This is an optimization exercise on Yosys and OpenROAD, whose aim is small area, not a production implementation. Only simulation tests tie the RTL to the original design; equivalence was not proved. No activity file was given, so power comes from the tool's default toggle rates.

Design SingleCycleCPU, start of the top module:
module SingleCycleCPU (
    input   wire        clk,
    input   wire        start,
    output  wire [31:0] pc,
    input   wire [31:0] inst,
    output  wire        wb_we,
    output  wire [4:0]  wb_rd,
    output  wire [31:0] wb_data,
    output  wire [7:0]  segments,
    output  wire [3:0]  an
);
==> flow/config.mk <==
export PLATFORM = sky130hd
export DESIGN_NAME = SingleCycleCPU
export DESIGN_NICKNAME = SingleCycleCPU
export VERILOG_FILES = /design/flow/design.v
export SDC_FILE = /design/flow/constraint.sdc
export NUM_CORES = 4
export LEC_CHECK = 0
export CAP_MARGIN = 20
export CORE_MARGIN = 2
export CORE_UTILIZATION = 45
export CTS_BUF_LIST = sky130_fd_sc_hd__clkbuf_16
export CTS_CLUSTER_DIAMETER = 60
export CTS_CLUSTER_SIZE = 30
export PLACE_DENSITY = 0.65
export SLEW_MARGIN = 20
export SYNTH_HIERARCHICAL = 1
==> flow/constraint.sdc <==
create_clock -name core_clock -period 25.0 [get_ports {clk}]
set_input_delay 5.0000 -clock core_clock [delete_from_list [all_inputs] [get_ports {clk}]]
set_output_delay 5.0000 -clock core_clock [all_outputs]
set_load 0.01 [all_outputs]
run.sh (not shown) runs the stock make flow with config.mk's settings and CLKGATE_MAP_FILE= SYNTH_SCRIPT=/design/flow/synth_recipe.tcl, a recipe that flattens the netlist after the stock synthesis.
The starting point reached the layout checks and failed them: antenna violations.
Then changed:
==> flow/flow/run.sh (new file) <==
#!/bin/bash
# The standard layout (standard.sh: ORFS synthesis to finish) with two
# changes to how it is built:
#  - ports are buffered with sky130_fd_sc_hd__buf_1 instead of the default
#    buffer cell chosen by buffer_ports;
#  - clock tree synthesis uses clkbuf_16 leaves over larger sink clusters and
#    inserts no dummy loads.
# Everything else (synthesis, floorplan, power grid, taps, placement,
# routing) is the standard flow. Full output goes to standard.log.
set -euo pipefail
export BUFFER_PORTS_ARGS="-buffer_cell sky130_fd_sc_hd__buf_1"
export CTS_ARGS="-sink_clustering_enable -repair_clock_nets -dont_use_dummy_load -sink_clustering_size 30 -sink_clustering_max_diameter 60 -buf_list sky130_fd_sc_hd__clkbuf_16"
bash standard.sh finish > standard.log 2>&1
==> flow/standard.sh (new file) <==
#!/bin/bash
# synth_recipe.tcl (not shown) runs the flow's synth.tcl, then flattens the netlist and writes it again
# the make line also repeats each setting of config.mk as NAME=value (left out here)
make -C /OpenROAD-flow-scripts/flow DESIGN_CONFIG=/design/flow/config.mk WORK_HOME=/design/flow/orfs CLKGATE_MAP_FILE= SYNTH_SCRIPT=/design/flow/synth_recipe.tcl "${@:-finish}"
Settings changed: CTS_BUF_LIST sky130_fd_sc_hd__clkbuf_16 to unset, CTS_CLUSTER_DIAMETER 60 to unset, CTS_CLUSTER_SIZE 30 to unset.
removed: flow/run.sh
Result: This time the run finished clean. Area after synthesis does not change. First-iteration DRC count went up by 1.5%. Worst hold slack hardly moves. Routed wire length stays flat. Cell count came out lower by about 1.3%. Total power is lower by about 4%. Count of clock-buffer cells in the layout is unchanged. Non-clock buffer count came out higher by 1. Worst setup slack gains 690 ps. Core utilization falls by 0.99 points.

========
== run A ==
SingleCycleCPU, a different RTL version from the one above (not shown whole).
Size: about 7,400 cells after synthesis, ~2,200 flip-flops.
export LEC_CHECK = 0
export CAP_MARGIN = 20
export CORE_MARGIN = 2
export CORE_UTILIZATION = 45
export PLACE_DENSITY = 0.65
export SLEW_MARGIN = 20
export SYNTH_HIERARCHICAL = 1
create_clock -name core_clock -period 25.0 [get_ports {clk}]
standard.sh (not shown) runs the stock make flow with config.mk's settings and CLKGATE_MAP_FILE= SYNTH_SCRIPT=/design/flow/synth_recipe.tcl, a recipe that flattens the netlist after the stock synthesis.
==> flow/flow/run.sh <==
#!/bin/bash
# The standard layout (standard.sh: ORFS synthesis to finish) with these
# changes to how it is built:
#  - ports are buffered with sky130_fd_sc_hd__buf_1 instead of the default
#    buffer cell chosen by buffer_ports;
#  - clock tree synthesis uses clkbuf_16 leaves over larger sink clusters and
#    inserts no dummy loads;
#  - extra antenna repair after global routing (30% ratio margin) and after
#    detailed routing if violations remain (flow/post_grt.tcl, post_drt.tcl).
# Everything else (synthesis, floorplan, power grid, taps, placement,
# routing) is the standard flow. Full output goes to standard.log.
set -euo pipefail
HERE=$(cd "$(dirname "$0")" && pwd)
export BUFFER_PORTS_ARGS="-buffer_cell sky130_fd_sc_hd__buf_1"
export CTS_ARGS="-sink_clustering_enable -repair_clock_nets -dont_use_dummy_load -sink_clustering_size 30 -sink_clustering_max_diameter 80 -buf_list sky130_fd_sc_hd__clkbuf_16"
export POST_GLOBAL_ROUTE_TCL="$HERE/post_grt.tcl"
export POST_DETAIL_ROUTE_TCL="$HERE/post_drt.tcl"
bash standard.sh finish > standard.log 2>&1
==> flow/flow/post_drt.tcl <==
# After detailed routing and the standard antenna loop: if violations remain,
# repair with a ratio margin and route again, a few times at most.
set extra_tries 0
while { [check_antennas] > 0 && $extra_tries < 3 } {
  repair_antennas -ratio_margin 30 -allow_congestion
  detailed_route {*}$::all_args
  incr extra_tries
}
==> flow/flow/post_grt.tcl <==
# After global routing: repair antennas once more with a 30% ratio margin, so
# that nets close to the limit are fixed (jumpers/diodes) before detailed
# routing, and rewrite the route guides the detailed router reads.
repair_antennas -iterations 5 -ratio_margin 30
check_placement -verbose
write_guides $::env(RESULTS_DIR)/route.guide
[inputs] run B vs run A
-- flow/flow/run.sh --
<<< run A, line 14
export BUFFER_PORTS_ARGS="-buffer_cell sky130_fd_sc_hd__buf_1"
export CTS_ARGS="-sink_clustering_enable -repair_clock_nets -dont_use_dummy_load -sink_clustering_size 30 -sink_clustering_max_diameter 80 -buf_list sky130_fd_sc_hd__clkbuf_16"
export POST_GLOBAL_ROUTE_TCL="$HERE/post_grt.tcl"
>>> run B, line 14
export BUFFER_PORTS_ARGS="-buffer_cell sky130_fd_sc_hd__buf_1"
export CTS_ARGS="-sink_clustering_enable -repair_clock_nets -dont_use_dummy_load -sink_clustering_size 30 -sink_clustering_max_diameter 70 -buf_list sky130_fd_sc_hd__clkbuf_16"
export POST_GLOBAL_ROUTE_TCL="$HERE/post_grt.tcl"
### Flow results
As far as detailed route wirelength on metal3 is concerned, run A and run B perform about the same.
The worst hold slack on run A is in line with that on run B.
Diff run A -> run B: clock tree buffer count of the final layout moved up; clock network fraction of total power moved up.
Relative to run B, the following input files were edited for run C:
-- flow/flow/run.sh --
<<< run B, line 14
export BUFFER_PORTS_ARGS="-buffer_cell sky130_fd_sc_hd__buf_1"
export CTS_ARGS="-sink_clustering_enable -repair_clock_nets -dont_use_dummy_load -sink_clustering_size 30 -sink_clustering_max_diameter 70 -buf_list sky130_fd_sc_hd__clkbuf_16"
export POST_GLOBAL_ROUTE_TCL="$HERE/post_grt.tcl"
>>> run C, line 14
export BUFFER_PORTS_ARGS="-buffer_cell sky130_fd_sc_hd__buf_1"
export CTS_ARGS="-sink_clustering_enable -repair_clock_nets -dont_use_dummy_load -sink_clustering_size 30 -sink_clustering_max_diameter 60 -buf_list sky130_fd_sc_hd__clkbuf_16"
export POST_GLOBAL_ROUTE_TCL="$HERE/post_grt.tcl"
==> notes.md <==
- Going from run B to run C, maximum VDD drop saw an increase; maximum level of the CTS H-tree saw an increase; total detailed-routing wirelength saw little to no change; critical path depth saw an increase.
- Max final design instance area without fill across run B and run C: run C
- The global-route usage of run C and that of run B are within noise of each other.
- Any difference in required time at the worst-slack endpoint between run C and run B is small enough to ignore.
- Max total power consumption of the routed design across run B and run C: run C
- From run B to run C the numbers moved as follows: fraction of area in registers shows a reduction of 0.38 points; total met3 wirelength after detailed routing shows an increase of about 2.4%.

[port drivers added, routing unchanged]
The flow's constraints put no driver on any port. The routed layouts listed below were extracted and timed again, unchanged, in two steps. Step 1 sets driving cells, clkbuf_16 on the clock port and buf_2 on the other inputs (assumed; they add their load-dependent delay and slew). Step 2 times the ports against the registers' clock, not the clock port: input delays grow and output delays shrink by t, the midpoint of the rising clock arrivals with the driver on. Three values: no drivers, after step 1, after step 2; two values: the first two.
| run | t (ns) | setup WS [ns] | worst setup path at the end |
|---|---|---|---|
| the first run of note 1 | 0.904 | 1.190 / 1.071 / 1.071 | input to output |
| the second run of note 1 | 0.889 | 1.878 / 1.771 / 1.771 | input to output |
| run A | 0.875 | 1.553 / 1.495 / 1.495 | input to output |
| run B | 0.875 | 1.586 / 1.479 / 1.479 | input to output |
| run C | 0.913 | 1.617 / 1.508 / 1.508 | input to output |
For the first run of note 1, which loses most, drivers alone change the setup slack by -0.119 ns; drivers and shift together by -0.119 ns.
